Source: an optimization exercise on an open RTL-to-GDS flow (aim: small area and a short achievable clock period). Production flows keep margins and buffers that such runs may drop. RTL that was checked went through simulation tests only; none was proved equivalent to the original. No functional check of the RTL was part of run 7. No run shown here takes its clock network from TritonCTS; it comes from the design's own scripts or RTL. No driver is modelled on the clock port, so clock power and skew are understated where the tree is cut down; a real chip needs a root buffer or a tree. Power is estimated from default activity; no workload was simulated.

### flow/design.v
module flip_flop #(parameter W = 32) (clk, d, q);
input clk;
input [W-1:0] d;
output reg [W-1:0] q;
always @(posedge clk)
    q <= d;
endmodule
module cmp_gt #(parameter W = 23) (a, b, gt);
    input  [W-1:0] a;
    input  [W-1:0] b;
    output gt;
    localparam N = 32;   
    wire [N-1:0] ax = {{(N-W){1'b0}}, a};
    wire [N-1:0] bx = {{(N-W){1'b0}}, b};
    wire [2*N-1:0] g, e;
    assign g[N-1:0] = ax & ~bx;
    assign e[N-1:0] = ~(ax ^ bx);
    genvar k, j;
    generate
        for (k = 1; (N >> k) >= 1; k = k + 1) begin : lvl
            localparam IN  = 2*N - (2*N >> (k - 1));   
            localparam OUT = 2*N - (2*N >> k);         
            for (j = 0; j < (N >> k); j = j + 1) begin : node
                assign g[OUT+j] = g[IN+2*j+1] | (e[IN+2*j+1] & g[IN+2*j]);
                assign e[OUT+j] = e[IN+2*j+1] & e[IN+2*j];
            end
        end
    endgenerate
    assign gt = g[2*N-2];
    assign e[2*N-1] = 1'b0;
    assign g[2*N-1] = 1'b0;
endmodule
module add_pfx #(parameter W = 24) (a, b, cin, s, cout);
    input  [W-1:0] a;
    input  [W-1:0] b;
    input          cin;
    output [W-1:0] s;
    output         cout;
    localparam N = W + 1;   
    localparam L = (N > 32) ? 6 : (N > 16) ? 5 : (N > 8) ? 4 : (N > 4) ? 3 : (N > 2) ? 2 : 1;   
    wire [W-1:0] p = a ^ b;
    wire [N*(L+1)-1:0] G, P;
    assign G[N-1:0] = {a & b, cin};
    assign P[N-1:0] = {p, 1'b0};
    genvar k, i;
    generate
        for (k = 0; k < L; k = k + 1) begin : lvl
            for (i = 0; i < N; i = i + 1) begin : pos
                if ((i >> k) & 1) begin : comb
                    localparam J = ((i >> k) << k) - 1;
                    assign G[(k+1)*N+i] = G[k*N+i] | (P[k*N+i] & G[k*N+J]);
                    assign P[(k+1)*N+i] = P[k*N+i] & P[k*N+J];
                end else begin : pass
                    assign G[(k+1)*N+i] = G[k*N+i];
                    assign P[(k+1)*N+i] = P[k*N+i];
                end
            end
        end
    endgenerate
    wire [N-1:0] c = G[L*N +: N];   
    assign s    = p ^ c[W-1:0];
    assign cout = c[W];
endmodule
module fpu_align_add (a, b, v, ep1, s);
    input  [31:0] a;
    input  [31:0] b;
    output [24:0] v;     
    output [7:0]  ep1;   
    output        s;     
    wire [7:0] ea = a[30:23];
    wire [7:0] eb = b[30:23];
    wire [8:0] dab = {1'b0, ea} - {1'b0, eb};
    wire [7:0] dba = eb - ea;
    wire       egt = dab[8];             
    wire       eeq = (ea == eb);
    wire       mgt;
    cmp_gt #(23) u_cmp (.a(b[22:0]), .b(a[22:0]), .gt(mgt));
    wire       swap = egt | (eeq & mgt);
    wire [7:0]  eB = swap ? eb : ea;
    wire [22:0] mB = swap ? b[22:0] : a[22:0];
    wire [22:0] mS = swap ? a[22:0] : b[22:0];
    wire [7:0]  d  = egt ? dba : dab[7:0];
    wire        big = d[7] | d[6] | d[5] | (d[4] & d[3]);
    wire [23:0] mSs = big ? 24'd0 : ({1'b1, mS} >> d[4:0]);
    wire        sub = a[31] ^ b[31];
    wire [23:0] sm;
    wire        co;
    add_bk #(24) u_add (.a({1'b1, mB}), .b(mSs ^ {24{sub}}), .cin(sub), .s(sm), .cout(co));
    assign v   = {co & ~sub, sm};
    assign ep1 = eB + 8'd1;
    assign s   = swap ? b[31] : a[31];
endmodule
module fpu_normalise (v, ep1, s, kill, set23, r);
    input  [24:0] v;
    input  [7:0]  ep1;
    input         s;
    input         kill;    
    input         set23;   
    output [31:0] r;
    wire        z16 = ~|v[24:9];
    wire [24:0] x1  = z16 ? {v[8:0], 16'd0} : v;
    wire        z8  = ~|x1[24:17];
    wire [24:0] x2  = z8 ? {x1[16:0], 8'd0} : x1;
    wire        z4  = ~|x2[24:21];
    wire [24:0] x3  = z4 ? {x2[20:0], 4'd0} : x2;
    wire        z2  = ~|x3[24:23];
    wire [24:0] x4  = z2 ? {x3[22:0], 2'd0} : x3;
    wire        z1  = ~x4[24];
    wire [23:0] x5  = z1 ? x4[22:0] : x4[23:1];
    wire [4:0]  lz  = {z16, z8, z4, z2, z1};
    wire [7:0]  e    = ep1 - {3'b0, lz};
    wire        zero = kill | ~x4[24] & ~x4[23];
    assign r = ({s, e, x5[22:0]} & {32{~zero}}) | {8'b0, set23, 23'b0};
endmodule
module add_bk #(parameter W = 24) (a, b, cin, s, cout);
    input  [W-1:0] a;
    input  [W-1:0] b;
    input          cin;
    output [W-1:0] s;
    output         cout;
    localparam N = W + 1;
    localparam L = (N > 32) ? 6 : (N > 16) ? 5 : (N > 8) ? 4 : (N > 4) ? 3 : (N > 2) ? 2 : 1;   
    wire [W-1:0] p = a ^ b;
    wire [N*(2*L+1)-1:0] G, P;
    assign G[N-1:0] = {a & b, cin};
    assign P[N-1:0] = {p, 1'b0};
    genvar k, i;
    generate
        for (k = 0; k < L; k = k + 1) begin : up
            for (i = 0; i < N; i = i + 1) begin : pos
                if (((i + 1) % (1 << (k + 1))) == 0) begin : comb
                    assign G[(k+1)*N+i] = G[k*N+i] | (P[k*N+i] & G[k*N+i-(1<<k)]);
                    assign P[(k+1)*N+i] = P[k*N+i] & P[k*N+i-(1<<k)];
                end else begin : pass
                    assign G[(k+1)*N+i] = G[k*N+i];
                    assign P[(k+1)*N+i] = P[k*N+i];
                end
            end
        end
        for (k = 0; k < L; k = k + 1) begin : dn
            for (i = 0; i < N; i = i + 1) begin : pos
                localparam S = 1 << (L - k - 1);
                if (i >= 2*S && ((i + 1) % (2*S)) == S) begin : comb
                    assign G[(L+k+1)*N+i] = G[(L+k)*N+i] | (P[(L+k)*N+i] & G[(L+k)*N+i-S]);
                    assign P[(L+k+1)*N+i] = P[(L+k)*N+i] & P[(L+k)*N+i-S];
                end else begin : pass
                    assign G[(L+k+1)*N+i] = G[(L+k)*N+i];
                    assign P[(L+k+1)*N+i] = P[(L+k)*N+i];
                end
            end
        end
    endgenerate
    wire [N-1:0] c = G[2*L*N +: N];
    assign s    = p ^ c[W-1:0];
    assign cout = c[W];
endmodule
module top_module(ip1,ip2,clk,rst,result);
    input [31:0]ip1;
    input [31:0]ip2;
    input clk;
    input rst;
    output reg [31:0]result;
    wire [31:0] a, b;
    reg         rst1;
    wire [24:0] v;
    wire [7:0]  ep1;
    wire        s;
    wire [31:0] r;
    flip_flop #(.W(32)) ff_a (.clk(clk), .d(ip1), .q(a));
    flip_flop #(.W(32)) ff_b (.clk(clk), .d(ip2), .q(b));
    always @(posedge clk) rst1 <= rst;
    fpu_align_add u1 (.a(a), .b(b), .v(v), .ep1(ep1), .s(s));
    reg  [24:0] v_q;
    reg  [7:0]  ep1_q;
    reg         s_q, kill_q, set_q;
    always @(posedge clk) begin
        v_q    <= v;
        ep1_q  <= ep1;
        s_q    <= s;
        kill_q <= rst | rst1;
        set_q  <= rst1 & ~rst;
    end
    fpu_normalise u2 (.v(v_q), .ep1(ep1_q), .s(s_q), .kill(kill_q), .set23(set_q), .r(r));
    always @(posedge clk) result <= r;
endmodule
### flow/flow/run.sh
#!/bin/bash
# Standard flow (standard synthesis unchanged) with: timing repair aimed at
# a 18.3 ns setup margin, buf_1 on input ports and buf_2 on output ports,
# and a one-level clock tree (flow/pre_cts.tcl) instead of TritonCTS.
set -euo pipefail
F=$PWD/flow
bash standard.sh SETUP_SLACK_MARGIN=18.3 \
  "BUFFER_PORTS_ARGS=-inputs -buffer_cell sky130_fd_sc_hd__buf_1" \
  POST_GLOBAL_PLACE_TCL=$F/post_gp.tcl \
  PRE_CTS_TCL=$F/pre_cts.tcl \
  finish > standard.log 2>&1
### flow/flow/manual_cts.tcl
# Build a one-level clock tree: the clock port drives N clkbuf_16 buffers,
# each of which drives the clock pins of one cluster of flip-flops
# (clusters: the flip-flops split into equal halves by x, then by y).
proc manual_cts {nbuf master_name} {
  set block [ord::get_db_block]
  set db [ord::get_db]
  set master [$db findMaster $master_name]
  set clk [$block findNet clk]
  set sinks {}
  foreach it [$clk getITerms] {
    set inst [$it getInst]
    set bb [$inst getBBox]
    lappend sinks [list $it [expr {([$bb xMin]+[$bb xMax])/2}] [expr {([$bb yMin]+[$bb yMax])/2}]]
  }
  # recursive bisection into nbuf groups (nbuf a power of two)
  set groups [list $sinks]
  set axis 0
  while {[llength $groups] < $nbuf} {
    set ng {}
    foreach g $groups {
      set s [lsort -integer -index [expr {$axis + 1}] $g]
      set h [expr {[llength $s] / 2}]
      lappend ng [lrange $s 0 [expr {$h - 1}]] [lrange $s $h end]
    }
    set groups $ng
    set axis [expr {1 - $axis}]
  }
  set k 0
  foreach g $groups {
    set net [odb::dbNet_create $block "clknet_m$k"]
    $net setSigType CLOCK
    set buf [odb::dbInst_create $block $master "clkbuf_m$k"]
    set sx 0; set sy 0
    foreach s $g {
      set it [lindex $s 0]
      $it disconnect
      $it connect $net
      incr sx [lindex $s 1]; incr sy [lindex $s 2]
    }
    set n [llength $g]
    [$buf findITerm A] connect $clk
    [$buf findITerm X] connect $net
    $buf setLocation [expr {$sx / $n}] [expr {$sy / $n}]
    $buf setPlacementStatus PLACED
    incr k
  }
}
### flow/flow/post_gp.tcl
# Output ports get buf_2 buffers (inputs got buf_1 through BUFFER_PORTS_ARGS).
buffer_ports -outputs -buffer_cell sky130_fd_sc_hd__buf_2
### flow/flow/pre_cts.tcl
# Replace TritonCTS with a one-level clock tree: the clock port drives four
# clkbuf_16 buffers, each driving the clock pins of a quarter of the
# flip-flops (split by position).
source [file join [file dirname [info script]] manual_cts.tcl]
manual_cts 4 sky130_fd_sc_hd__clkbuf_16
set_propagated_clock [all_clocks]
rename clock_tree_synthesis triton_cts_unused
proc clock_tree_synthesis {args} { puts "clock tree built by flow/manual_cts.tcl" }
### flow/standard.sh
#!/bin/bash
# synth_recipe.tcl (not shown) runs the flow's synth.tcl, then flattens the netlist and writes it again
# the make line also repeats each setting of config.mk as NAME=value (left out here)
make -C /OpenROAD-flow-scripts/flow DESIGN_CONFIG=/design/flow/config.mk WORK_HOME=/design/flow/orfs CLKGATE_MAP_FILE= SYNTH_SCRIPT=/design/flow/synth_recipe.tcl "${@:-finish}"
### flow/config.mk
export PLATFORM = sky130hd
export DESIGN_NAME = top_module
export DESIGN_NICKNAME = top_module
export VERILOG_FILES = /design/flow/design.v
export SDC_FILE = /design/flow/constraint.sdc
export NUM_CORES = 4
export LEC_CHECK = 0
export ABC_AREA = 1
export CAP_MARGIN = 20
export CORE_MARGIN = 2
export CORE_UTILIZATION = 60
export SLEW_MARGIN = 20
### flow/constraint.sdc
create_clock -name core_clock -period 24.0 [get_ports {clk}]
set_input_delay 4.8000 -clock core_clock [delete_from_list [all_inputs] [get_ports {clk}]]
set_output_delay 4.8000 -clock core_clock [all_outputs]
set_load 0.01 [all_outputs]
==> notes.md, run 1 <==
Chip Width = 122.7 um
IO buf count = 97
Vias = 7567
WP buf/inv = 1
Drt first pass iters = 6
DRC viols = 0
Inst Count DP = 1396
Synth-to-Final Area Change = 9.344%
Final period util = 22.61%
Slew at the pin with the worst max-slew slack = 0.7662 ns
Area leader, netlist = dfxtp_1
DRT iter0 DRCs = 597
Die area = 15050 um^2
Setup slack after layout = 18.57 ns
Post-place instance area = 8877 um^2
First-pass GRT wire length = 31.96 mm
Diode count = 0
Post-place setup slack = 17.68 ns
Syn_nets = 1310
Slew margin rel. = 48.86%
Largest cells by area after synthesis = dfxtp_1, nand2_1, ha_1
Top cell type's share of synthesized area = 31.51%
DIE HEIGHT = 122.7 um
Max Cap Viol = 0
RSZ-0062 raised after global routing = true
Yosys cell types = 52
Core box area = 13830 um^2
CP peak stage delay = 0.33 ns
Endpoint class of the critical path = primary output
Total grt overflow = 0
Final Setup Violations = 0
Fin. Hold Viols = 0
Post-synth top flop = dfxtp_1
Total track usage = 26.17%
Delay-heaviest family, CP = flip-flops
Io pins = 98
Row Count = 43
Setup TNS = 0 ns
Data required, critical path = 19.20 ns
Power per cell area = 89.91 nW/um^2
Vias in the first global route = 6719
Startpoint type of the worst setup path = flip-flop
Nets = 1378
Cells after Synth = 1164
Vias/cell = 5.367
Initial antenna violation count = 0
Final WL = 19.78 mm
Leak Pwr = 4.492 nW
WL/cell = 14.03 um
Design Area, Final = 9239 um^2
Clk_skew = 0.01483 ns
Status = timing/DRC/antenna clean
Remaining antenna violation count after routing = 0
Fillers = 1243
Number of synthesized flops with an enable pin = 0
Clock slew at reported path FFs = 0.11 ns
Minimum clock period = 5.426 ns
Slew Limit Fails = 0
Peak supply drop = 0.00004629 V
Fmax = 184.3 MHz
Avg Cell Area, Syn = 7.259 um^2
Worst-path fanout max = 1
Layout cell share with drive strength beyond 1 = 8.455%
Non-Filler Instances = 1410
Largest net degree at the start of global routing = 73
Post-synthesis register bit count = 133
Starting Density = 61.11%
CP max stage cell = dfxtp_1
Worst Hold Class = flip-flop to flip-flop
HPWL reported at the end of detailed placement = 15.70 mm
Ys async rst share = 0%
Critical Path, Cell by Cell = buf_2
Clock latency at the later pin of the worst-skew pair = 0.18 ns
YS warnings = 2
Syn Std Cell Area = 8449 um^2
CP Class = flip-flop to primary output
Critical path data arrival time = 0.63 ns
Seq/Total Area, Yosys = 31.51%
## layout make-up
cell class | instances | area (um^2) | area share, %
Inverter | 131 | 494.2 | 5.349
Timing Repair Buffer | 108 | 524.3 | 5.674
Buffer | 4 | 100.1 | 1.083
Multi-Input combinational cell | 854 | 5233 | 56.64
Sequential cell | 133 | 2663 | 28.82
Tap cell | 180 | 225.2 | 2.438
## flip-flops by register name (all words and copies together), names as in the netlist
signal	cells
ff_a.q	32
rst1	1
set_q	1
v_q	25
s_q	1
result	32
ff_b.q	32
kill_q	1
ep1_q	8
## per-layer routing
layer | part of all wire (%) | vias up | wire, um | global-route usage (%)
met5 | 0 | - | 0 | 0
met4 | 3.7 | 0 | 731 | 7.543
met3 | 4.4 | 45 | 872 | 1.812
met2 | 49 | 198 | 9601 | 46.03
met1 | 43 | 3381 | 8570 | 34.40
li1 | - | 3943 | - | -
## power breakdown
part / total (mW) / internal [mW] / switching (mW)
clock network: 0.0832 / 0.0311 / 0.0520
registers: 0.300 / 0.274 / 0.0258
logic: 0.448 / 0.161 / 0.287
## synthesized netlist by cell type, types with 5 or more instances
cell type    n
a21boi_1    19
a21oi_1     68
a31oi_1      7
buf_2       13
buf_4        5
clkbuf_1    26
dfxtp_1    133
fa_1        14
ha_1        66
inv_1      121
inv_2        7
nand2_1    269
nand2_2      9
nand3_1     98
nand4_1      5
nor2_1      55
nor3_1       8
o211ai_1    17
o21ai_0    106
o21ai_1     11
xnor2_1      9
xor2_1      39
## per-stage QoR
stage | util [%] | power [mW] | hold WS (ns)
after floorplan | - | 0.6290 | 0.3936
final | 66.82 | 0.8307 | 0.4230
after global placement | 63.04 | 0.7096 | 0.4008
after CTS | 65.67 | 0.8223 | 0.4242
after global routing | 66.82 | 0.9112 | 0.4577
after detailed placement | 64.20 | 0.7320 | 0.4066
## path summary, 6_finish.rpt
| kind | depth (start not counted) | from | end | slack [ns] |
|---|---|---|---|---|
| min | 2 | rst1 | set_q | 0.42 |
| max reg2reg | 31 | ff_a.q[28] | v_q[22] | 18.60 |
| min reg2reg | 2 | rst1 | set_q | 0.42 |
| max | 1 | result[19] | result[19] | 18.57 |
## cell families (layout without fill, tap and decap cells)
group | Yosys count | count (layout) | share of synthesized area [%]
AO/OA/AOI/OAI | 249 | 250 | 16.85
XOR/XNOR | 50 | 51 | 5.361
adder cells (fa/ha/maj) | 80 | 80 | 13.09
buffers and inverters | 180 | 243 | 8.619
flip-flops | 133 | 133 | 31.51
multiplexers | 5 | 5 | 0.6367
AND/OR/NAND/NOR | 467 | 468 | 23.93
## placed cells by master (no fill, tap or decap), drive strengths merged, types with 2 or more instances in the layout
master	Yosys	routed
mux2i	5	5
nand2	280	281
a211oi	4	4
or2	4	4
nand3	99	99
o21bai	4	4
clkinv	2	2
o21ai	119	119
a31oi	7	7
nor2	59	59
inv	129	129
o21a	2	2
nor3b	3	3
nor3	8	8
ha	66	66
xor2	41	42
xnor2	9	9
a21boi	20	20
fa	14	14
nand4	5	5
and2	2	2
o211ai	17	17
dfxtp	133	133
a21oi	72	73
nand3b	3	3
nor4	3	3
o221ai	2	2
clkbuf	26	5
buf	23	107
## timing repair
item | in CTS | in global routing
hold endpoints to repair | 0 | 0
setup endpoints to repair | 20 | 21
pin swaps | 1 | 3
hold buffers | 0 | 0
cloned | 2 | 2
buffers inserted | 0 | 6
gates resized for setup | 15 | 13
==> run 2: changes to the inputs <==
--- a/flow/design.v
+++ b/flow/design.v
@@ -31,33 +31,2 @@
     assign g[2*N-1] = 1'b0;
-endmodule
-module add_pfx #(parameter W = 24) (a, b, cin, s, cout);
-    input  [W-1:0] a;
-    input  [W-1:0] b;
-    input          cin;
-    output [W-1:0] s;
-    output         cout;
-    localparam N = W + 1;   
-    localparam L = (N > 32) ? 6 : (N > 16) ? 5 : (N > 8) ? 4 : (N > 4) ? 3 : (N > 2) ? 2 : 1;   
-    wire [W-1:0] p = a ^ b;
-    wire [N*(L+1)-1:0] G, P;
-    assign G[N-1:0] = {a & b, cin};
-    assign P[N-1:0] = {p, 1'b0};
-    genvar k, i;
-    generate
-        for (k = 0; k < L; k = k + 1) begin : lvl
-            for (i = 0; i < N; i = i + 1) begin : pos
-                if ((i >> k) & 1) begin : comb
-                    localparam J = ((i >> k) << k) - 1;
-                    assign G[(k+1)*N+i] = G[k*N+i] | (P[k*N+i] & G[k*N+J]);
-                    assign P[(k+1)*N+i] = P[k*N+i] & P[k*N+J];
-                end else begin : pass
-                    assign G[(k+1)*N+i] = G[k*N+i];
-                    assign P[(k+1)*N+i] = P[k*N+i];
-                end
-            end
-        end
-    endgenerate
-    wire [N-1:0] c = G[L*N +: N];   
-    assign s    = p ^ c[W-1:0];
-    assign cout = c[W];
 endmodule
--- a/flow/flow/run.sh
+++ b/flow/flow/run.sh
@@ -2,3 +2,3 @@
 # Standard flow (standard synthesis unchanged) with: timing repair aimed at
-# a 18.3 ns setup margin, buf_1 on input ports and buf_2 on output ports,
+# a 18.3 ns setup margin, buf_1 on all ports,
 # and a one-level clock tree (flow/pre_cts.tcl) instead of TritonCTS.
==> flow/flow/post_gp.tcl (replaced) <==
# Output ports get buf_1 buffers (inputs got buf_1 through BUFFER_PORTS_ARGS).
buffer_ports -outputs -buffer_cell sky130_fd_sc_hd__buf_1
--- a/flow/config.mk
+++ b/flow/config.mk
@@ -12 +12,2 @@
 export SLEW_MARGIN = 20
+export TNS_END_PERCENT = 10
==> notes.md, run 2 <==
Status = timing/DRC/antenna clean
Diode count = 0 (unchanged)
Worst-path fanout max = 1 (unchanged)
Yosys cell types = 52 (unchanged)
Largest net degree at the start of global routing = 73 (unchanged)
Initial antenna violation count = 0 (unchanged)
First-pass GRT wire length = 31.76 mm (-0.63%)
Nets = 1382 (+0.29%)
Delay-heaviest family, CP = flip-flops
Worst r2r src = ff_a.q[23]
Power per cell area = 89.43 nW/um^2 (-0.53%)
Total grt overflow = 0 (unchanged)
Cells after Synth = 1164 (unchanged)
CP Class = flip-flop to primary output
Fillers = 1259 (+1.3%)
Syn_nets = 1310 (unchanged)
Final Setup Violations = 0 (unchanged)
CP peak stage delay = 0.33 ns (about the same)
Post-synthesis register bit count = 133 (unchanged)
Fin. Hold Viols = 0 (unchanged)
Ys async rst share = 0% (unchanged)
Worst Hold Class = flip-flop to flip-flop
Core box area = 13830 um^2 (unchanged)
WL/cell = 13.94 um (-0.62%)
Setup TNS = 0 ns (unchanged)
Chip Width = 122.7 um (unchanged)
Drt first pass iters = 6 (unchanged)
Largest cells by area after synthesis = dfxtp_1, nand2_1, ha_1
Fmax = 183.1 MHz (-0.63%)
R2r setup slk = 18.67 ns (+0.07 ns)
Post-synth top flop = dfxtp_1
Vias in the first global route = 6749 (+0.45%)
Slew margin rel. = 47.52% (-1.3 points)
Top cell type's share of synthesized area = 31.51% (unchanged)
Die area = 15050 um^2 (unchanged)
Number of synthesized flops with an enable pin = 0 (unchanged)
Endpoint class of the critical path = primary output
Count leader, synth = nand2_1
Remaining antenna violation count after routing = 0 (unchanged)
Leak Pwr = 4.379 nW (-2.5%)
Synth-to-Final Area Change = 9.270% (about the same)
Fin util = 66.77% (about the same)
Critical Path, Cell by Cell = buf_1
Max Cap Viol = 0 (unchanged)
WP buf/inv = 1 (unchanged)
Seq/Total Area, Yosys = 31.51% (unchanged)
Layout cell share with drive strength beyond 1 = 6.159% (-2.3 points)
Slew Limit Fails = 0 (unchanged)
Hold buffers post-CTS = 0 (unchanged)
RSZ-0062 raised after global routing = true
Clock latency at the later pin of the worst-skew pair = 0.18 ns (about the same)
Vias = 7616 (+0.65%)
Syn Std Cell Area = 8449 um^2 (unchanged)
Slew at the pin with the worst max-slew slack = 0.7790 ns (+0.01281 ns)
Starting Density = 61.11% (unchanged)
Hold Crit Start = s_q
DIE HEIGHT = 122.7 um (unchanged)
Peak supply drop = 0.00004467 V (-3.5%)
Critical path data arrival time = 0.66 ns (+0.03 ns)
Commonest non-fill, non-tap cell in the layout = nand2_1
Reg2reg end = v_q[22]
Biggest registers after layout = ff_a.q: 32 flops, ff_b.q: 32 flops, result: 32 flops
CP max stage cell = dfxtp_1
Reg2Reg Depth = 31 (unchanged)
Data required, critical path = 19.20 ns (about the same)
Final WL = 19.71 mm (-0.34%)
Row Count = 43 (unchanged)
Commonest non-fill, non-tap cells in the layout = nand2_1, dfxtp_1, inv_1
Startpoint type of the worst setup path = flip-flop
Clk_skew = 0.01186 ns (-0.002969 ns)
Final period util = 22.75% (+0.14 points)
Synth cell count leaders = nand2_1, dfxtp_1, inv_1
DRT iter0 DRCs = 508 (-15%)
IO buf count = 97 (unchanged)
Clock slew at reported path FFs = 0.11 ns (about the same)
Avg Cell Area, Syn = 7.259 um^2 (unchanged)
HPWL reported at the end of detailed placement = 15.78 mm (+0.51%)
Io pins = 98 (unchanged)
Vias/cell = 5.386 (+0.36%)
Total track usage = 25.91% (-0.26 points)
YS warnings = 2 (unchanged)
DRC viols = 0 (unchanged)
Hold worst-path end = result[31]
Hold Path Stages = 2 (unchanged)
Minimum clock period = 5.460 ns (+0.03450 ns)
Area leader, netlist = dfxtp_1
[run 2: cell counts after synthesis]
Identical to the previous run, type by type.
[run 2: final cells by class]
cell class                 instances  area [um^2]  area share [%]
multi-input combinational        854         5234           56.69
sequential                       133         2663           28.84
timing repair buffer             112        514.2           5.570
inverter                         131        496.7           5.380
tap                              180        225.2           2.439
buffer                             4        100.1           1.084
[run 2: report_power, final]
group          internal [mW]  switching, mW  total, mW
clock network         0.0311         0.0520     0.0831
registers              0.274         0.0263      0.300
logic                  0.156          0.286      0.442
[run 2: what timing repair did]
action                     CTS  global route
setup buffers                0            10
cloned                       2             2
setup endpoints to repair   17            18
resized for setup           13            18
pin swaps                    1             4
[run 2: routing by layer]
layer  GRT usage [%]  routed length (um)  part of all wire (%)
met1           34.18                8534                    43
met2           44.96                9422                    48
met3           1.626                 944                   4.8
met4           8.693                 808                   4.1
met5               0                   0                     0
[run 2: cell families (layout without fill, tap and decap cells)]
| logic type | Yosys count | in the layout | share of synthesized area, % |
|---|---|---|---|
| xor gates and xnor gates | 50 | 51 | 5.361 |
| adders and majority gates | 80 | 80 | 13.09 |
| and+or+nand+nor | 467 | 468 | 23.93 |
| AOI/OAI and AO/OA | 249 | 250 | 16.85 |
| buffers and inverters | 180 | 247 | 8.619 |
| muxes | 5 | 5 | 0.6367 |
| DFF | 133 | 133 | 31.51 |
[run 2: worst min-delay path, stage by stage (launching register included)]
cell	delay (ns)
dfxtp_1	0.32
inv_1	0.04
nor2_1	0.04
[run 2: worst max path at each step]
| stage | from | to | slack, ns | depth (start not counted) |
|---|---|---|---|---|
| floorplan | rst | kill_q | 18.83 | 1 |
| global placement | ff_a.q[28] | v_q[22] | 17.78 | 29 |
| detailed placement | ff_a.q[29] | v_q[22] | 17.66 | 29 |
| CTS | ff_a.q[27] | v_q[22] | 18.36 | 36 |
| global route | ff_a.q[24] | v_q[22] | 18.26 | 30 |
| finish | result[25] | result[25] | 18.54 | 1 |
[run 2: per-stage QoR]
step	std cells	hold WS (ns)	cell area (um^2)	setup slack, ns	total power, mW
global route	1414	0.4605	9233	18.26	0.9076
CTS	1402	0.4306	9032	18.36	0.8150
floorplan	1164	0.3936	8449	18.83	0.6290
finish	1414	0.4307	9233	18.54	0.8257
global placement	1364	0.4008	8717	17.78	0.7096
detailed placement	1396	0.4081	8837	17.66	0.7274
==> run 3: changes to the inputs <==
--- a/flow/config.mk
+++ b/flow/config.mk
@@ -10,4 +10,3 @@
 export CORE_MARGIN = 2
-export CORE_UTILIZATION = 60
+export CORE_UTILIZATION = 70
 export SLEW_MARGIN = 20
-export TNS_END_PERCENT = 10
==> notes.md, run 3 <==
Hold Path Stages = 2 (unchanged)
Psw = 370.6 uW (+1.7%)
Slew margin rel. = 50.16% (+2.6 points)
RSZ-0062 raised after global routing = true
Commonest non-fill, non-tap cell in the layout = nand2_1
Clock power frac = 10.0% (about the same)
Row Count = 40 (-7.0%)
Drt first pass iters = 6 (unchanged)
Syn_nets = 1310 (unchanged)
Max Cap Viol = 0 (unchanged)
IO buf count = 97 (unchanged)
Starting Density = 70.93% (+9.8 points)
Total track usage = 28.86% (+2.9 points)
Area leader, netlist = dfxtp_1
Synth cell count leaders = nand2_1, dfxtp_1, inv_1
Switching share of total power = 44.52% (+0.38 points)
Hold Crit Start = s_q
Nets = 1380 (-0.14%)
Clock latency at the later pin of the worst-skew pair = 0.18 ns (about the same)
Slew Limit Fails = 0 (unchanged)
Post-synthesis register bit count = 133 (unchanged)
Design Area, Final = 9194 um^2 (-0.42%)
Layout cell share with drive strength beyond 1 = 5.925% (-0.23 points)
Largest net degree at the start of global routing = 72 (-1.4%)
First-pass GRT wire length = 31.05 mm (-2.2%)
Diode count = 0 (unchanged)
Register share of total power = 35.9% (-0.5 points)
Cells after Synth = 1164 (unchanged)
Vias in the first global route = 6926 (+2.6%)
Minimum clock period = 5.524 ns (+0.06380 ns)
Worst Hold Class = flip-flop to flip-flop
Seq/Total Area, Yosys = 31.51% (unchanged)
Fin. Hold Viols = 0 (unchanged)
Status = timing/DRC/antenna clean
Leak Pwr = 4.379 nW (unchanged)
Peak supply drop = 0.00004669 V (+4.5%)
Post-synth top flop = dfxtp_1
Non-Filler Instances = 1379 (-2.5%)
Combinational Power Share = 54.1% (+0.5 points)
Final WL = 19.84 mm (+0.64%)
Largest cells by area after synthesis = dfxtp_1, nand2_1, ha_1
Inst Count DP = 1362 (-2.4%)
Top cell type's share of synthesized area = 31.51% (unchanged)
CP max stage cell = fa_1
CP Class = flip-flop to flip-flop
DRT iter0 DRCs = 714 (+41%)
Endpoint class of the critical path = flip-flop
Commonest non-fill, non-tap cells in the layout = nand2_1, dfxtp_1, inv_1
Clock slew at reported path FFs = 0.12 ns (about the same)
Core box area = 11910 um^2 (-14%)
Reg2Reg Depth = 29 (-6.5%)
Worst path most repeated cell = nand2_1
Data required, critical path = 24.07 ns (+4.87 ns)
Synth-to-Final Area Change = 8.811%
Worst r2r src = ff_a.q[23]
Worst-path fanout max = 23 (+22)
Number of synthesized flops with an enable pin = 0 (unchanged)
Avg Cell Area, Syn = 7.259 um^2 (unchanged)
Remaining antenna violation count after routing = 0 (unchanged)
CP peak stage delay = 0.44 ns (+0.11 ns)
Io pins = 98 (unchanged)
DIE HEIGHT = 113.9 um (-7.2%)
Fillers = 896 (-29%)
Vias = 7863 (+3.2%)
Hold worst-path end = result[31]
Yosys cell types = 52 (unchanged)
YS warnings = 2 (unchanged)
Critical path data arrival time = 5.59 ns (+4.93 ns)
HPWL reported at the end of detailed placement = 15.28 mm (-3.2%)
Setup TNS = 0 ns (unchanged)
Final Setup Violations = 0 (unchanged)
Fin util = 77.18% (+10 points)
Startpoint type of the worst setup path = flip-flop
DRC viols = 0 (unchanged)
R2r setup slk = 18.48 ns (-0.19 ns)
Ys async rst share = 0% (unchanged)
Die area = 12970 um^2 (-14%)
WL/cell = 14.39 um (+3.2%)
Power per cell area = 90.54 nW/um^2 (+1.2%)
Internal power = 461.9 uW (+0.12%)
Chip Width = 113.9 um (-7.2%)
Final period util = 23.02% (+0.27 points)
Slew at the pin with the worst max-slew slack = 0.7468 ns (-0.03219 ns)
Vias/cell = 5.702 (+5.9%)
Fmax = 181.0 MHz (-1.2%)
Initial antenna violation count = 0 (unchanged)
Biggest registers after layout = ff_a.q: 32 flops, ff_b.q: 32 flops, result: 32 flops
Hold buffers post-CTS = 0 (unchanged)
Count leader, synth = nand2_1
Syn Std Cell Area = 8449 um^2 (unchanged)
Clk_skew = 0.01513 ns (+0.003276 ns)
Post-place instance area = 8788 um^2 (-0.55%)
Total grt overflow = 0 (unchanged)
Reg2reg end = v_q[22]
[run 3: cell counts after synthesis]
No cell type changed its count.
[run 3: power by group through the flow]
stage                     Sequential (mW)  Clock, mW  Combinational, mW
after floorplan                     0.308          0              0.320
after global placement              0.318          0              0.385
after detailed placement            0.304          0              0.420
after CTS                           0.299     0.0862              0.428
after global routing                0.305     0.0929              0.503
final                               0.299     0.0832              0.450
[run 3: kinds of logic after synthesis]
family | after synthesis | synth area share [%]
buffers and inverters | 180 | 8.619
adders and majority gates | 80 | 13.09
xor gates and xnor gates | 50 | 5.361
and+or+nand+nor | 467 | 23.93
DFF | 133 | 31.51
AOI/OAI and AO/OA | 249 | 16.85
muxes | 5 | 0.6367
[run 3: through the flow]
step	setup slack, ns	power [mW]	hold WS (ns)
global placement	17.80	0.7025	0.3990
floorplan	18.83	0.6290	0.3936
finish	18.48	0.8324	0.4297
CTS	18.34	0.8128	0.4275
global route	18.13	0.9010	0.4548
detailed placement	17.67	0.7243	0.4066
[run 3: what timing repair did]
| action | CTS | global route |
|---|---|---|
| gates cloned | 2 | 3 |
| pin swaps | 1 | 4 |
| resized for setup | 15 | 16 |
| endpoints found under the setup margin | 18 | 21 |
| buffers inserted | 0 | 8 |
[run 3: worst max-delay path by stage]
stage          slack, ns        from       to  depth (start not counted)
4_1_cts            18.34  ff_a.q[27]  v_q[22]                         29
3_3_place_gp       17.80  ff_a.q[28]  v_q[22]                         29
5_1_grt            18.13  ff_a.q[23]  v_q[22]                         29
2_1_floorplan      18.83         rst   kill_q                          1
6_report           18.48  ff_a.q[23]  v_q[22]                         29
3_5_place_dp       17.67  ff_a.q[28]  v_q[22]                         29
[run 3: routing by layer]
layer / track usage [%] / share of wire, %
met1: 37.00 / 42
met2: 51.94 / 49
met3: 2.125 / 5.8
met4: 9.106 / 3.8
met5: 0 / 0
[run 3: critical path: cells and delay by family, from the launching register on]
kind | cells | cell delay [ns]
adders and majority gates | 4 | 1.38
buffers and inverters | 3 | 0.29
muxes | 1 | 0.40
DFF | 1 | 0.35
xor gates and xnor gates | 3 | 0.60
AOI/OAI and AO/OA | 4 | 0.77
and+or+nand+nor | 14 | 1.61
[run 3: layout make-up]
| type | instances | area [um^2] | share of cell area (%) |
|---|---|---|---|
| inverter | 131 | 496.7 | 5.403 |
| buffer | 4 | 100.1 | 1.089 |
| tap | 147 | 183.9 | 2.001 |
| multi-input combinational | 855 | 5259 | 57.20 |
| sequential | 133 | 2663 | 28.96 |
| timing repair buffer | 109 | 491.7 | 5.348 |
==> run 4: changes to the inputs <==
--- a/flow/config.mk
+++ b/flow/config.mk
@@ -10,3 +10,3 @@
 export CORE_MARGIN = 2
-export CORE_UTILIZATION = 70
+export CORE_UTILIZATION = 50
 export SLEW_MARGIN = 20
==> notes.md, run 4 <==
Status = timing/DRC/antenna clean
Commonest non-fill, non-tap cell in the layout = nand2_1
Final period util = 22.69% (-0.33 points)
Register share of total power = 36.1% (+0.2 points)
Initial antenna violation count = 0 (unchanged)
Startpoint type of the worst setup path = flip-flop
Fillers = 1675 (+87%)
Yosys cell types = 52 (unchanged)
Ys async rst share = 0% (unchanged)
Inst Count DP = 1435 (+5.4%)
CP peak stage delay = 0.33 ns (-0.11 ns)
Post-synth top flop = dfxtp_1
Total track usage = 21.94% (-6.9 points)
CP max stage cell = dfxtp_1
Data required, critical path = 19.20 ns (-4.87 ns)
Hold worst-path end = set_q
Combinational Power Share = 53.8% (-0.3 points)
Setup TNS = 0 ns (unchanged)
Layout cell share with drive strength beyond 1 = 6.624% (+0.70 points)
Slew Limit Fails = 0 (unchanged)
Count leader, synth = nand2_1
Reg2Reg Depth = 27 (-6.9%)
Pwr Total = 829.4 uW (-0.36%)
Row Count = 47 (+18%)
Delay-heaviest family, CP = flip-flops
Drt first pass iters = 5 (-1)
Avg Cell Area, Syn = 7.259 um^2 (unchanged)
WL/cell = 14.03 um (-2.5%)
YS warnings = 2 (unchanged)
Power per cell area = 88.80 nW/um^2 (-1.9%)
Final WL = 20.45 mm (+3.1%)
Synth cell count leaders = nand2_1, dfxtp_1, inv_1
Remaining antenna violation count after routing = 0 (unchanged)
Largest cells by area after synthesis = dfxtp_1, nand2_1, ha_1
Synth-to-Final Area Change = 10.54%
Vias = 7511 (-4.5%)
Peak supply drop = 0.00004995 V (+7.0%)
Biggest registers after layout = ff_a.q: 32 flops, ff_b.q: 32 flops, result: 32 flops
Hold buffers post-CTS = 0 (unchanged)
Slew at the pin with the worst max-slew slack = 0.7337 ns (-0.01315 ns)
First-pass GRT wire length = 32.63 mm (+5.1%)
Vias in the first global route = 6825 (-1.5%)
Diode count = 0 (unchanged)
Fmax = 183.7 MHz (+1.5%)
Hold Path Stages = 2 (unchanged)
Cells after Synth = 1164 (unchanged)
IO buf count = 97 (unchanged)
Worst-path fanout max = 1 (-96%)
Final Setup Violations = 0 (unchanged)
Worst Hold Class = flip-flop to flip-flop
DRC viols = 0 (unchanged)
Clock power frac = 10.1% (about the same)
Core box area = 16520 um^2 (+39%)
CP Class = flip-flop to primary output
Nets = 1386 (+0.43%)
Reg2reg end = v_q[22]
DRT iter0 DRCs = 499 (-30%)
Total grt overflow = 0 (unchanged)
Io pins = 98 (unchanged)
Post-synthesis register bit count = 133 (unchanged)
Endpoint class of the critical path = primary output
Fin util = 56.52% (-21 points)
Worst setup startpoint = result[19]
Die area = 17950 um^2 (+38%)
Internal power = 461.8 uW (about the same)
HPWL reported at the end of detailed placement = 16.20 mm (+6.0%)
Vias/cell = 5.152 (-9.7%)
Critical path data arrival time = 0.64 ns (-4.95 ns)
Switching share of total power = 44.32% (-0.20 points)
Chip Width = 134.0 um (+18%)
Top cell type's share of synthesized area = 31.51% (unchanged)
Clock latency at the later pin of the worst-skew pair = 0.18 ns (about the same)
Seq/Total Area, Yosys = 31.51% (unchanged)
Commonest non-fill, non-tap cells in the layout = nand2_1, dfxtp_1, inv_1
Slew margin rel. = 51.04% (+0.88 points)
Clk_skew = 0.01392 ns (-0.001215 ns)
Syn_nets = 1310 (unchanged)
Number of synthesized flops with an enable pin = 0 (unchanged)
R2r setup slk = 18.68 ns (+0.20 ns)
Starting Density = 51.13% (-20 points)
Worst r2r src = ff_a.q[23]
Non-Filler Instances = 1458 (+5.7%)
Fin. Hold Viols = 0 (unchanged)
Syn Std Cell Area = 8449 um^2 (unchanged)
Psw = 367.6 uW (-0.80%)
Hold Crit Start = rst1
Leak Pwr = 4.398 nW (+0.43%)
RSZ-0062 raised after global routing = true
DIE HEIGHT = 134.0 um (+18%)
WP buf/inv = 1 (-2)
Area leader, netlist = dfxtp_1
Largest net degree at the start of global routing = 66 (-8.3%)
Critical Path, Cell by Cell = buf_1
Minimum clock period = 5.445 ns (-0.07930 ns)
Max Cap Viol = 0 (unchanged)
Clock slew at reported path FFs = 0.11 ns (about the same)
==> run 4: changes by cell type in the layout (fill, tap and decap cells not counted), moves of 2 or more <==
cell,delta
o21ai_1,+2
o21ai_0,-2
a21oi_1,-2
buf_4,+4
==> run 4: through the flow <==
stage	cell area [um^2]	hold slack (ns)	worst slack, ns
2_1_floorplan	8449	0.3936	18.83
3_5_place_dp	8880	0.4076	17.53
4_1_cts	9097	0.4261	18.33
5_1_grt	9340	0.4352	18.23
6_report	9340	0.4244	18.56
3_3_place_gp	8760	0.4077	17.68
==> run 4: layer usage <==
layer  vias up  track usage (%)  part of all wire [%]
met5         -                0                     0
met4         0            4.905                   3.1
met3        33           0.7937                   3.2
met2       180            39.86                    49
met1      3329            28.96                    45
li1       3969                -                     -
==> run 4: worst reg2reg max path: cells and delay by family (launching register included) <==
kind                       cells  cell delay [ns]
buffers and inverters          3             0.20
DFF                            1             0.36
and+or+nand+nor               11             1.07
AOI/OAI and AO/OA              7             1.87
xor gates and xnor gates       2             0.40
adders and majority gates      4             1.33
==> run 4: cells by family (layout without fill, tap and decap cells) <==
| group | count (synthesis) | in the layout | share of synthesized area (%) |
|---|---|---|---|
| adder cells (fa/ha/maj) | 80 | 80 | 13.09 |
| AO/OA/AOI/OAI | 249 | 251 | 16.85 |
| buffers and inverters | 180 | 249 | 8.619 |
| flip-flops | 133 | 133 | 31.51 |
| multiplexers | 5 | 5 | 0.6367 |
| AND/OR/NAND/NOR | 467 | 469 | 23.93 |
| XOR/XNOR | 50 | 51 | 5.361 |
==> run 4: area by class of cell <==
cell class	instances	area, um^2	share of cell area, %
Timing Repair Buffer	114	533.0	5.707
Inverter	131	496.7	5.318
Sequential cell	133	2663	28.51
Tap cell	220	275.3	2.947
Buffer	4	100.1	1.072
Multi-Input combinational cell	856	5273	56.45
==> run 4: worst max path at each step <==
stage,endpoint,slack [ns],depth (start not counted)
floorplan,kill_q,18.83,1
detailed placement,v_q[22],17.53,29
CTS,v_q[22],18.33,29
global placement,v_q[22],17.68,29
finish,result[19],18.56,1
global route,v_q[22],18.23,30
==> run 4: repair_timing <==
item / CTS / global route
resized for setup: 17 / 20
gates cloned: 2 / 4
setup buffers: 0 / 13
setup endpoints to repair: 20 / 20
pin swaps: 1 / 9
==> run 4: power by group through the flow <==
stage,sequential (mW),clock [mW],combinational [mW]
2_1_floorplan,0.308,0,0.320
3_3_place_gp,0.319,0,0.396
3_5_place_dp,0.306,0,0.423
4_1_cts,0.300,0.0890,0.431
5_1_grt,0.305,0.0968,0.509
6_report,0.299,0.0837,0.446
==> run 5: changes to the inputs <==
--- a/flow/config.mk
+++ b/flow/config.mk
@@ -10,3 +10,3 @@
 export CORE_MARGIN = 2
-export CORE_UTILIZATION = 50
+export CORE_UTILIZATION = 60
 export SLEW_MARGIN = 20
==> notes.md, run 5 <==
Status = timing/DRC/antenna clean
Syn Std Cell Area = 8449 um^2 (unchanged)
DRC viols = 0 (unchanged)
Non-Filler Instances = 1414 (-3.0%)
Combinational Power Share = 53.6% (-0.2 points)
Chip Width = 122.7 um (-8.5%)
Total track usage = 25.91% (+4.0 points)
Vias/cell = 5.386 (+4.6%)
Slew at the pin with the worst max-slew slack = 0.7790 ns (+0.04533 ns)
IO buf count = 97 (unchanged)
Initial antenna violation count = 0 (unchanged)
CP peak stage delay = 0.33 ns (about the same)
Setup slack after layout = 18.54 ns (-0.01550 ns)
Yosys cell types = 52 (unchanged)
Fin. Hold Viols = 0 (unchanged)
Final Setup Violations = 0 (unchanged)
Ys async rst share = 0% (unchanged)
HPWL reported at the end of detailed placement = 15.78 mm (-2.6%)
RSZ-0062 raised after global routing = true
Critical Path, Cell by Cell = buf_1
Endpoint class of the critical path = primary output
Drt first pass iters = 6 (+1)
Register share of total power = 36.4% (+0.3 points)
Vias in the first global route = 6749 (-1.1%)
Layout cell share with drive strength beyond 1 = 6.159% (-0.46 points)
Starting Density = 61.11% (+10 points)
Clk_skew = 0.01186 ns (-0.002061 ns)
Delay-heaviest family, CP = flip-flops
Largest net degree at the start of global routing = 73 (+11%)
Power per cell area = 89.43 nW/um^2 (+0.71%)
Peak supply drop = 0.00004467 V (-11%)
Synth cell count leaders = nand2_1, dfxtp_1, inv_1
DRT iter0 DRCs = 508 (+1.8%)
R2r setup slk = 18.67 ns (about the same)
Clock latency at the later pin of the worst-skew pair = 0.18 ns (about the same)
Seq/Total Area, Yosys = 31.51% (unchanged)
DIE HEIGHT = 122.7 um (-8.5%)
Nets = 1382 (-0.29%)
Number of synthesized flops with an enable pin = 0 (unchanged)
Vias = 7616 (+1.4%)
Commonest non-fill, non-tap cells in the layout = nand2_1, dfxtp_1, inv_1
Final WL = 19.71 mm (-3.6%)
Biggest registers after layout = ff_a.q: 32 flops, ff_b.q: 32 flops, result: 32 flops
Io pins = 98 (unchanged)
Worst r2r src = ff_a.q[23]
Post-synthesis register bit count = 133 (unchanged)
Post-place instance area = 8837 um^2 (-0.48%)
Cells after Synth = 1164 (unchanged)
Synth-to-Final Area Change = 9.270%
CP Class = flip-flop to primary output
Post-synth top flop = dfxtp_1
Internal power = 461.3 uW (-0.12%)
Setup TNS = 0 ns (unchanged)
Total grt overflow = 0 (unchanged)
Commonest non-fill, non-tap cell in the layout = nand2_1
Psw = 364.4 uW (-0.87%)
Hold Path Stages = 2 (unchanged)
Design Area, Final = 9233 um^2 (-1.2%)
Critical path data arrival time = 0.66 ns (+0.02 ns)
Slew Limit Fails = 0 (unchanged)
Slew margin rel. = 47.52% (-3.5 points)
WL/cell = 13.94 um (-0.62%)
Pwr Total = 825.7 uW (-0.45%)
Syn_nets = 1310 (unchanged)
Worst Hold Class = flip-flop to flip-flop
Switching share of total power = 44.13% (-0.19 points)
Leak Pwr = 4.379 nW (-0.42%)
Top cell type's share of synthesized area = 31.51% (unchanged)
Count leader, synth = nand2_1
Hold worst-path end = result[31]
Clock power frac = 10.1% (about the same)
Worst-path fanout max = 1 (unchanged)
Die area = 15050 um^2 (-16%)
CP max stage cell = dfxtp_1
First-pass GRT wire length = 31.76 mm (-2.7%)
Area leader, netlist = dfxtp_1
Avg Cell Area, Syn = 7.259 um^2 (unchanged)
Inst Count DP = 1396 (-2.7%)
Final period util = 22.75% (+0.065 points)
Largest cells by area after synthesis = dfxtp_1, nand2_1, ha_1
WP buf/inv = 1 (unchanged)
Startpoint type of the worst setup path = flip-flop
Post-place setup slack = 17.66 ns (+0.1263 ns)
Reg2Reg Depth = 31 (+15%)
Minimum clock period = 5.460 ns (+0.01550 ns)
Remaining antenna violation count after routing = 0 (unchanged)
Diode count = 0 (unchanged)
Row Count = 43 (-8.5%)
Hold Crit Start = s_q
Core box area = 13830 um^2 (-16%)
Max Cap Viol = 0 (unchanged)
Data required, critical path = 19.20 ns (about the same)
Clock slew at reported path FFs = 0.11 ns (about the same)
YS warnings = 2 (unchanged)
Reg2reg end = v_q[22]
Fmax = 183.1 MHz (-0.28%)
-- run 5: cell counts after synthesis --
Identical to the previous run, type by type.
-- run 5: metrics by stage --
step / hold slack [ns] / util (%)
2_1_floorplan: 0.3936 / -
3_5_place_dp: 0.4081 / 63.91
4_1_cts: 0.4306 / 65.32
6_report: 0.4307 / 66.77
3_3_place_gp: 0.4008 / 63.04
5_1_grt: 0.4605 / 66.77
-- run 5: timing repair --
action	4_1_cts	5_1_grt
setup endpoints to repair	17	18
setup buffers	0	10
gates cloned	2	2
pin swaps	1	4
gates resized for setup	13	18
hold buffers	0	0
-- run 5: cell families after synthesis --
family | share of synthesized area (%)
and+or+nand+nor | 23.93
xor gates and xnor gates | 5.361
AOI/OAI and AO/OA | 16.85
adders and majority gates | 13.09
buffers and inverters | 8.619
DFF | 31.51
muxes | 0.6367
-- run 5: layer usage --
| layer | share of wire (%) | track usage, % | vias to the layer above |
|---|---|---|---|
| li1 | - | - | 3957 |
| met1 | 43 | 34.18 | 3380 |
| met2 | 48 | 44.96 | 231 |
| met3 | 4.8 | 1.626 | 48 |
| met4 | 4.1 | 8.693 | 0 |
| met5 | 0 | 0 | - |
-- run 5: power groups by stage --
| stage | logic [mW] | clock network [mW] | registers [mW] |
|---|---|---|---|
| global route | 0.509 | 0.0924 | 0.306 |
| global placement | 0.391 | 0 | 0.319 |
| floorplan | 0.320 | 0 | 0.308 |
| CTS | 0.428 | 0.0861 | 0.301 |
| detailed placement | 0.421 | 0 | 0.306 |
| finish | 0.442 | 0.0831 | 0.300 |
-- run 5: how the worst max path moves through the flow --
stage / to / slack (ns) / cells after the start / start
floorplan: kill_q / 18.83 / 1 / rst
global placement: v_q[22] / 17.78 / 29 / ff_a.q[28]
detailed placement: v_q[22] / 17.66 / 29 / ff_a.q[29]
CTS: v_q[22] / 18.36 / 36 / ff_a.q[27]
global route: v_q[22] / 18.26 / 30 / ff_a.q[24]
finish: result[25] / 18.54 / 1 / result[25]
-- run 5: layout make-up --
class / instances / area, um^2
Sequential cell: 133 / 2663
Tap cell: 180 / 225.2
Fill cell: 1259 / 4594
Inverter: 131 / 496.7
Multi-Input combinational cell: 854 / 5234
Timing Repair Buffer: 112 / 514.2
Buffer: 4 / 100.1
==> run 6: changes to the inputs <==
==> flow/flow/run.sh (replaced) <==
#!/bin/bash
# Standard flow (standard synthesis unchanged) with: timing repair aimed at
# a 18.45 ns setup margin, buf_1 on all ports,
# and a one-level clock tree (flow/pre_cts.tcl) instead of TritonCTS.
set -euo pipefail
F=$PWD/flow
bash standard.sh SETUP_SLACK_MARGIN=18.45 \
  "BUFFER_PORTS_ARGS=-inputs -buffer_cell sky130_fd_sc_hd__buf_1" \
  POST_GLOBAL_PLACE_TCL=$F/post_gp.tcl \
  PRE_CTS_TCL=$F/pre_cts.tcl \
  finish > standard.log 2>&1
==> notes.md, run 6 <==
Max Cap Viol = 0 (unchanged)
Clock latency at the later pin of the worst-skew pair = 0.18 ns (about the same)
Clock slew at reported path FFs = 0.11 ns (about the same)
Core box area = 13830 um^2 (unchanged)
Post-synthesis register bit count = 133 (unchanged)
Post-place instance area = 8837 um^2 (unchanged)
Chip Width = 122.7 um (unchanged)
Data required, critical path = 19.20 ns (about the same)
Leak Pwr = 4.404 nW (+0.57%)
Avg Cell Area, Syn = 7.259 um^2 (unchanged)
Starting Density = 61.11% (unchanged)
Nets = 1384 (+0.14%)
RSZ-0062 raised after global routing = true
Minimum clock period = 5.457 ns (-0.003300 ns)
Io pins = 98 (unchanged)
First-pass GRT wire length = 31.86 mm (+0.33%)
Delay-heaviest family, CP = flip-flops
WHS = 0.4338 ns (+0.003104 ns)
Post-place setup slack = 17.66 ns (unchanged)
Remaining antenna violation count after routing = 0 (unchanged)
Total track usage = 25.97% (+0.059 points)
Final Setup Violations = 0 (unchanged)
Row Count = 43 (unchanged)
Power per cell area = 89.24 nW/um^2 (-0.22%)
Initial antenna violation count = 0 (unchanged)
Largest cells by area after synthesis = dfxtp_1, nand2_1, ha_1
Seq/Total Area, Yosys = 31.51% (unchanged)
Number of synthesized flops with an enable pin = 0 (unchanged)
Synth Area in XOR/XNOR = 5.361% (unchanged)
Synth cell count leaders = nand2_1, dfxtp_1, inv_1
Syn_nets = 1310 (unchanged)
Setup TNS = 0 ns (unchanged)
YS warnings = 2 (unchanged)
Top cell type's share of synthesized area = 31.51% (unchanged)
Status = timing/DRC/antenna clean
Syn Std Cell Area = 8449 um^2 (unchanged)
Met2 Resource Use GR = 45.37% (+0.41 points)
Area leader, netlist = dfxtp_1
Synth-to-Final Area Change = 9.714%
Design Area, Final = 9270 um^2 (+0.41%)
DRT iter0 DRCs = 536 (+5.5%)
Area fraction in compound gates after synthesis = 16.85% (unchanged)
Worst Hold Class = flip-flop to flip-flop
Count leader, synth = nand2_1
Slew at the pin with the worst max-slew slack = 0.7644 ns (-0.01457 ns)
Register Area = 2663 um^2 (unchanged)
Critical path data arrival time = 0.66 ns (about the same)
Fillers = 1249 (-0.79%)
Biggest registers after layout = ff_a.q: 32 flops, ff_b.q: 32 flops, result: 32 flops
Ys async rst share = 0% (unchanged)
Yosys cell types = 52 (unchanged)
Setup slack after layout = 18.54 ns (+0.003300 ns)
IO buf count = 97 (unchanged)
Vias in the first global route = 6776 (+0.40%)
DRC viols = 0 (unchanged)
Endpoint class of the critical path = primary output
Die area = 15050 um^2 (unchanged)
WP buf/inv = 1 (unchanged)
Cells after Synth = 1164 (unchanged)
Fin util = 67.04% (+0.27 points)
Startpoint type of the worst setup path = flip-flop
Commonest non-fill, non-tap cell in the layout = nand2_1
Hold buffers post-CTS = 0 (unchanged)
Mux contribution to synthesized area = 0.6368% (unchanged)
Final period util = 22.74% (about the same)
Slew Limit Fails = 0 (unchanged)
Critical Path, Cell by Cell = buf_1
Largest family of logic cells by synthesized area = simple AND/OR/NAND/NOR gates
Post-synth top flop = dfxtp_1
Final WL = 19.86 mm (+0.74%)
CP Class = flip-flop to primary output
Largest net degree at the start of global routing = 73 (unchanged)
Area taken by multi-input logic gates = 5253 um^2 (+0.36%)
DIE HEIGHT = 122.7 um (unchanged)
Layout cell share with drive strength beyond 1 = 6.392% (+0.23 points)
Vias/cell = 5.375 (-0.21%)
Fin. Hold Viols = 0 (unchanged)
WL/cell = 14.02 um (+0.60%)
Fmax = 183.3 MHz (about the same)
Diode count = 0 (unchanged)
CP max stage cell = dfxtp_1
Simple-gate share of the synthesized area = 23.93% (unchanged)
Most Crowded Layer GR = met2
HPWL reported at the end of detailed placement = 15.78 mm (unchanged)
Vias = 7611 (-0.066%)
Commonest non-fill, non-tap cells in the layout = nand2_1, dfxtp_1, inv_1
Met1 Track Usage GR = 34.24% (+0.058 points)
Drt first pass iters = 5 (-1)
Post-Synth Adder-Cell Area = 13.09% (unchanged)
Peak supply drop = 0.00004472 V (+0.13%)
Met3 Track Usage GR = 1.533% (-0.093 points)
Slew margin rel. = 48.50% (+0.98 points)
Total grt overflow = 0 (unchanged)
Clk_skew = 0.01435 ns (+0.002488 ns)
Worst-path fanout max = 1 (unchanged)
CP peak stage delay = 0.33 ns (about the same)
[run 6: final timing paths]
check,from,end,slack [ns],depth (start not counted)
min,s_q,result[31],0.43,2
max reg2reg,ff_a.q[23],v_q[22],18.70,29
max,result[25],result[25],18.54,1
min reg2reg,s_q,result[31],0.43,2
[run 6: area by class of cell]
class / instances / area share, %
plain buffers: 4 / 1.080
multi-input cells: 854 / 56.66
repair buffers: 114 / 5.750
inverters: 131 / 5.358
well taps: 180 / 2.429
flip-flops and latches: 133 / 28.72
[run 6: cells by family (layout without fill, tap and decap cells)]
kind of cell	after synthesis	after routing
flops	133	133
simple gates	467	468
fa+ha+maj	80	80
mux	5	5
compound gates	249	250
buf+inv	180	249
xor+xnor	50	51
[run 6: repair_timing]
item	in CTS	in global routing
buffers inserted	3	9
gates resized for setup	16	21
cloned	2	2
setup endpoints to repair	20	22
pin swaps	1	5
[run 6: worst reg2reg max path, delay by kind of cell (launching register included)]
kind | cells | cell delay, ns
XOR/XNOR | 3 | 0.51
flip-flops | 1 | 0.35
buffers and inverters | 4 | 0.44
AO/OA/AOI/OAI | 5 | 0.83
multiplexers | 1 | 0.34
adder cells (fa/ha/maj) | 4 | 1.36
AND/OR/NAND/NOR | 12 | 1.37
[run 6: metal layers]
layer / wire length, um / part of all wire (%)
met4: 760 / 3.8
met1: 8645 / 44
met2: 9564 / 48
met3: 886 / 4.5
met5: 0 / 0
[run 6: stage by stage]
stage / total power, mW / std cells
global route: 0.9085 / 1416
global placement: 0.7096 / 1364
CTS: 0.8174 / 1405
floorplan: 0.6290 / 1164
finish: 0.8272 / 1416
detailed placement: 0.7274 / 1396
[run 6: power by group]
part	internal [mW]	switching, mW	total (mW)
registers	0.274	0.0261	0.300
clock network	0.0311	0.0519	0.0830
logic	0.157	0.287	0.444
==> run 7: changes to the inputs <==
--- a/flow/design.v
+++ b/flow/design.v
@@ -32,2 +32,33 @@
 endmodule
+module add_pfx #(parameter W = 24) (a, b, cin, s, cout);
+    input  [W-1:0] a;
+    input  [W-1:0] b;
+    input          cin;
+    output [W-1:0] s;
+    output         cout;
+    localparam N = W + 1;   
+    localparam L = (N > 32) ? 6 : (N > 16) ? 5 : (N > 8) ? 4 : (N > 4) ? 3 : (N > 2) ? 2 : 1;   
+    wire [W-1:0] p = a ^ b;
+    wire [N*(L+1)-1:0] G, P;
+    assign G[N-1:0] = {a & b, cin};
+    assign P[N-1:0] = {p, 1'b0};
+    genvar k, i;
+    generate
+        for (k = 0; k < L; k = k + 1) begin : lvl
+            for (i = 0; i < N; i = i + 1) begin : pos
+                if ((i >> k) & 1) begin : comb
+                    localparam J = ((i >> k) << k) - 1;
+                    assign G[(k+1)*N+i] = G[k*N+i] | (P[k*N+i] & G[k*N+J]);
+                    assign P[(k+1)*N+i] = P[k*N+i] & P[k*N+J];
+                end else begin : pass
+                    assign G[(k+1)*N+i] = G[k*N+i];
+                    assign P[(k+1)*N+i] = P[k*N+i];
+                end
+            end
+        end
+    endgenerate
+    wire [N-1:0] c = G[L*N +: N];   
+    assign s    = p ^ c[W-1:0];
+    assign cout = c[W];
+endmodule
 module fpu_align_add (a, b, v, ep1, s);
@@ -56,3 +87,3 @@
     wire        co;
-    add_bk #(24) u_add (.a({1'b1, mB}), .b(mSs ^ {24{sub}}), .cin(sub), .s(sm), .cout(co));
+    add_pfx #(24) u_add (.a({1'b1, mB}), .b(mSs ^ {24{sub}}), .cin(sub), .s(sm), .cout(co));
     assign v   = {co & ~sub, sm};
@@ -82,44 +113,2 @@
     assign r = ({s, e, x5[22:0]} & {32{~zero}}) | {8'b0, set23, 23'b0};
-endmodule
-module add_bk #(parameter W = 24) (a, b, cin, s, cout);
-    input  [W-1:0] a;
-    input  [W-1:0] b;
-    input          cin;
-    output [W-1:0] s;
-    output         cout;
-    localparam N = W + 1;
-    localparam L = (N > 32) ? 6 : (N > 16) ? 5 : (N > 8) ? 4 : (N > 4) ? 3 : (N > 2) ? 2 : 1;   
-    wire [W-1:0] p = a ^ b;
-    wire [N*(2*L+1)-1:0] G, P;
-    assign G[N-1:0] = {a & b, cin};
-    assign P[N-1:0] = {p, 1'b0};
-    genvar k, i;
-    generate
-        for (k = 0; k < L; k = k + 1) begin : up
-            for (i = 0; i < N; i = i + 1) begin : pos
-                if (((i + 1) % (1 << (k + 1))) == 0) begin : comb
-                    assign G[(k+1)*N+i] = G[k*N+i] | (P[k*N+i] & G[k*N+i-(1<<k)]);
-                    assign P[(k+1)*N+i] = P[k*N+i] & P[k*N+i-(1<<k)];
-                end else begin : pass
-                    assign G[(k+1)*N+i] = G[k*N+i];
-                    assign P[(k+1)*N+i] = P[k*N+i];
-                end
-            end
-        end
-        for (k = 0; k < L; k = k + 1) begin : dn
-            for (i = 0; i < N; i = i + 1) begin : pos
-                localparam S = 1 << (L - k - 1);
-                if (i >= 2*S && ((i + 1) % (2*S)) == S) begin : comb
-                    assign G[(L+k+1)*N+i] = G[(L+k)*N+i] | (P[(L+k)*N+i] & G[(L+k)*N+i-S]);
-                    assign P[(L+k+1)*N+i] = P[(L+k)*N+i] & P[(L+k)*N+i-S];
-                end else begin : pass
-                    assign G[(L+k+1)*N+i] = G[(L+k)*N+i];
-                    assign P[(L+k+1)*N+i] = P[(L+k)*N+i];
-                end
-            end
-        end
-    endgenerate
-    wire [N-1:0] c = G[2*L*N +: N];
-    assign s    = p ^ c[W-1:0];
-    assign cout = c[W];
 endmodule
==> flow/flow/run.sh (replaced) <==
#!/bin/bash
# Standard flow (standard synthesis unchanged) with: timing repair aimed at
# a 18.3 ns setup margin, buf_1 on all ports,
# and a one-level clock tree (flow/pre_cts.tcl) instead of TritonCTS.
set -euo pipefail
F=$PWD/flow
bash standard.sh SETUP_SLACK_MARGIN=18.3 \
  "BUFFER_PORTS_ARGS=-inputs -buffer_cell sky130_fd_sc_hd__buf_1" \
  POST_GLOBAL_PLACE_TCL=$F/post_gp.tcl \
  PRE_CTS_TCL=$F/pre_cts.tcl \
  finish > standard.log 2>&1
==> notes.md, run 7 <==
CP Class = flip-flop to primary output
Endpoint class of the critical path = primary output
Final period util = 22.83% (+0.094 points)
Hold worst-path end = set_q
Internal power = 454.0 uW (-1.7%)
First-pass GRT wire length = 32.37 mm (+1.6%)
RSZ-0062 raised after global routing = false
Seq/Total Area, Yosys = 30.90% (-0.61 points)
WHS = 0.4347 ns (+0.0009570 ns)
Status = timing/DRC/antenna clean
Combinational Power Share = 53.1% (-0.6 points)
Clk_skew = 0.02373 ns (+0.009383 ns)
Syn Std Cell Area = 8617 um^2 (+2.0%)
Largest cells by area after synthesis = dfxtp_1, nand2_1, ha_1
Startpoint type of the worst setup path = flip-flop
Worst-path fanout max = 1 (unchanged)
Pwr Total = 818.4 uW (-1.1%)
Leak Pwr = 4.502 nW (+2.2%)
Initial antenna violation count = 0 (unchanged)
Switching share of total power = 44.53% (+0.35 points)
Yosys cell types = 48 (-7.7%)
Ys async rst share = 0% (unchanged)
Crit path depth = 1 (unchanged)
Delay-heaviest family, CP = flip-flops
Vias in the first global route = 6896 (+1.8%)
WL/cell = 14.04 um (+0.14%)
Slew at the pin with the worst max-slew slack = 0.9145 ns (+0.1501 ns)
Cells after Synth = 1230 (+5.7%)
Setup TNS = 0 ns (unchanged)
Io pins = 98 (unchanged)
Nets = 1434 (+3.6%)
Biggest registers after layout = ff_a.q: 32 flops, ff_b.q: 32 flops, result: 32 flops
Vias = 7992 (+5.0%)
R2r setup slk = 18.77 ns (+0.07 ns)
Top cell type's share of synthesized area = 30.90% (-0.61 points)
HPWL reported at the end of detailed placement = 16.26 mm (+3.0%)
Commonest non-fill, non-tap cell in the layout = nand2_1
Max Cap Viol = 0 (unchanged)
Area leader, netlist = dfxtp_1
Fmax = 182.5 MHz (-0.41%)
Final WL = 20.71 mm (+4.3%)
DIE HEIGHT = 123.8 um (+0.95%)
Avg Cell Area, Syn = 7.006 um^2 (-3.5%)
Critical Path, Cell by Cell = buf_1
Synth-to-Final Area Change = 7.972%
Fin. Hold Viols = 0 (unchanged)
WP buf/inv = 1 (unchanged)
Peak supply drop = 0.00005619 V (+26%)
Total grt overflow = 0 (unchanged)
Commonest non-fill, non-tap cells in the layout = nand2_1, dfxtp_1, nand3_1
YS warnings = 2 (unchanged)
Remaining antenna violation count after routing = 0 (unchanged)
Clock power frac = 10.1% (about the same)
Final Setup Violations = 0 (unchanged)
Post-synth top flop = dfxtp_1
Reg2Reg Depth = 31 (+6.9%)
Hold Crit Start = rst1
CP peak stage delay = 0.35 ns (+0.02 ns)
Layout cell share with drive strength beyond 1 = 6.564% (+0.17 points)
Drt first pass iters = 5 (unchanged)
Minimum clock period = 5.480 ns (+0.02250 ns)
Fillers = 1324 (+6.0%)
Number of synthesized flops with an enable pin = 0 (unchanged)
Largest net degree at the start of global routing = 89 (+22%)
Register share of total power = 36.8% (+0.5 points)
Worst r2r src = ff_a.q[23]
Total track usage = 26.18% (+0.21 points)
CP max stage cell = dfxtp_1
Reg2reg end = v_q[24]
Die area = 15340 um^2 (+1.9%)
Clock slew at reported path FFs = 0.11 ns (about the same)
Slew margin rel. = 38.97% (-9.5 points)
Vias/cell = 5.418 (+0.81%)
Slew Limit Fails = 0 (unchanged)
Chip Width = 123.8 um (+0.95%)
Hold Path Stages = 2 (unchanged)
Clock latency at the later pin of the worst-skew pair = 0.19 ns (about the same)
Post-synthesis register bit count = 133 (unchanged)
Starting Density = 61.84% (+0.73 points)
Syn_nets = 1367 (+4.4%)
Psw = 364.4 uW (-0.29%)
DRC viols = 0 (unchanged)
DRT iter0 DRCs = 586 (+9.3%)
Power per cell area = 87.97 nW/um^2 (-1.4%)
Row Count = 43 (unchanged)
Count leader, synth = nand2_1
Critical path data arrival time = 0.68 ns (+0.02 ns)
IO buf count = 97 (unchanged)
Synth cell count leaders = nand2_1, dfxtp_1, nand3_1
Worst Hold Class = flip-flop to flip-flop
Core box area = 13930 um^2 (+0.78%)
Diode count = 0 (unchanged)
Hold buffers post-CTS = 0 (unchanged)
Data required, critical path = 19.20 ns (about the same)
-- run 7: cell count changes in the layout (fill, tap and decap cells not counted), sizes merged, moves of 5 or more --
cell | previous run | this run
nand2 | 281 | 309
xor2 | 42 | 47
nor2 | 59 | 80
xnor2 | 9 | 3
a21oi | 73 | 78
fa | 14 | 6
o211ai | 17 | 12
nand3 | 99 | 121
-- run 7: logic make-up after synthesis --
family | synth area share (%)
AND/OR/NAND/NOR | 27.14
multiplexers | 0.4937
adder cells (fa/ha/maj) | 10.83
XOR/XNOR | 5.256
AO/OA/AOI/OAI | 16.47
flip-flops | 30.90
buffers and inverters | 8.915
-- run 7: power groups by stage --
stage               registers, mW  clock network (mW)  logic [mW]
finish                      0.301              0.0828       0.435
global route                0.305              0.0930       0.497
CTS                         0.302              0.0856       0.421
detailed placement          0.307                   0       0.418
global placement            0.320                   0       0.390
floorplan                   0.304                   0       0.321
-- run 7: final cells by class --
| cell class | count | area (um^2) | share of cell area (%) |
|---|---|---|---|
| multi-input combinational | 916 | 5334 | 57.33 |
| sequential | 133 | 2663 | 28.62 |
| tap | 180 | 225.2 | 2.421 |
| inverter | 130 | 490.5 | 5.272 |
| buffer | 4 | 100.1 | 1.076 |
| timing repair buffer | 112 | 491.7 | 5.285 |
-- run 7: timing repair --
item	4_1_cts	5_1_grt
pin swaps	0	4
gates cloned	0	4
gates resized for setup	4	19
hold endpoints to repair	0	0
buffers inserted	0	9
endpoints found under the setup margin	10	21
-- run 7: worst max-delay path by stage --
stage / start / to
6_report: result[1] / result[1]
2_1_floorplan: rst / kill_q
4_1_cts: ff_a.q[9] / v_q[19]
3_5_place_dp: ff_a.q[23] / v_q[24]
5_1_grt: ff_a.q[23] / v_q[24]
3_3_place_gp: ff_a.q[23] / v_q[24]
-- run 7: per-stage QoR --
step                      util [%]  setup WS (ns)  instance area, um^2  std cells
after floorplan                  -          18.83                 8617       1230
final                        66.77          18.52                 9304       1475
after global routing         66.77          18.25                 9304       1475
after global placement       63.63          18.03                 8866       1426
after CTS                    65.30          18.30                 9100       1462
after detailed placement     64.49          17.85                 8986       1458
-- run 7: layer usage --
| layer | share of wire, % | vias up | global-route usage (%) |
|---|---|---|---|
| met4 | 2.3 | 0 | 3.977 |
| met3 | 5.1 | 28 | 2.747 |
| met1 | 46 | 3585 | 36.20 |
| met2 | 47 | 210 | 45.02 |
| li1 | - | 4169 | - |
| met5 | 0 | - | 0 |

port drivers added, routing unchanged:
The flow's constraints put no driver on any port. The routed layouts listed below were extracted and timed again, unchanged, in two steps.
Step 1, drivers: a clkbuf_16 drives clk and a buf_2 each remaining input, both assumed.
Step 2 adds t to the input delays and takes it off the output delays; t is the mean of the earliest and latest rising clock arrival at the registers after step 1. Input paths then give back, and output paths get back, about the clock's delay inside the block.
a / b / c = no drivers / after step 1 / after step 2; a / b = the first two.
run	shift t [ns]	slack for setup (ns)	latest minus earliest clock arrival (ns)	worst slew at a driven data input, ns	cell pins on the clock port's net
run 1	0.270	18.574 / 18.476 / 18.602	0.015 / 0.014	0.03	4
run 2	0.272	18.540 / 18.439 / 18.666	0.012 / 0.012	0.03	4
run 3	0.268	18.476 / 18.438 / 18.476	0.016 / 0.017	0.03	4
run 4	0.272	18.555 / 18.456 / 18.680	0.014 / 0.014	0.03	4
run 5	0.272	18.540 / 18.439 / 18.666	0.012 / 0.012	0.03	4
run 6	0.270	18.543 / 18.444 / 18.699	0.015 / 0.015	0.03	4
run 7	0.274	18.521 / 18.421 / 18.676	0.024 / 0.023	0.03	4
After both steps every run listed still meets setup and hold.
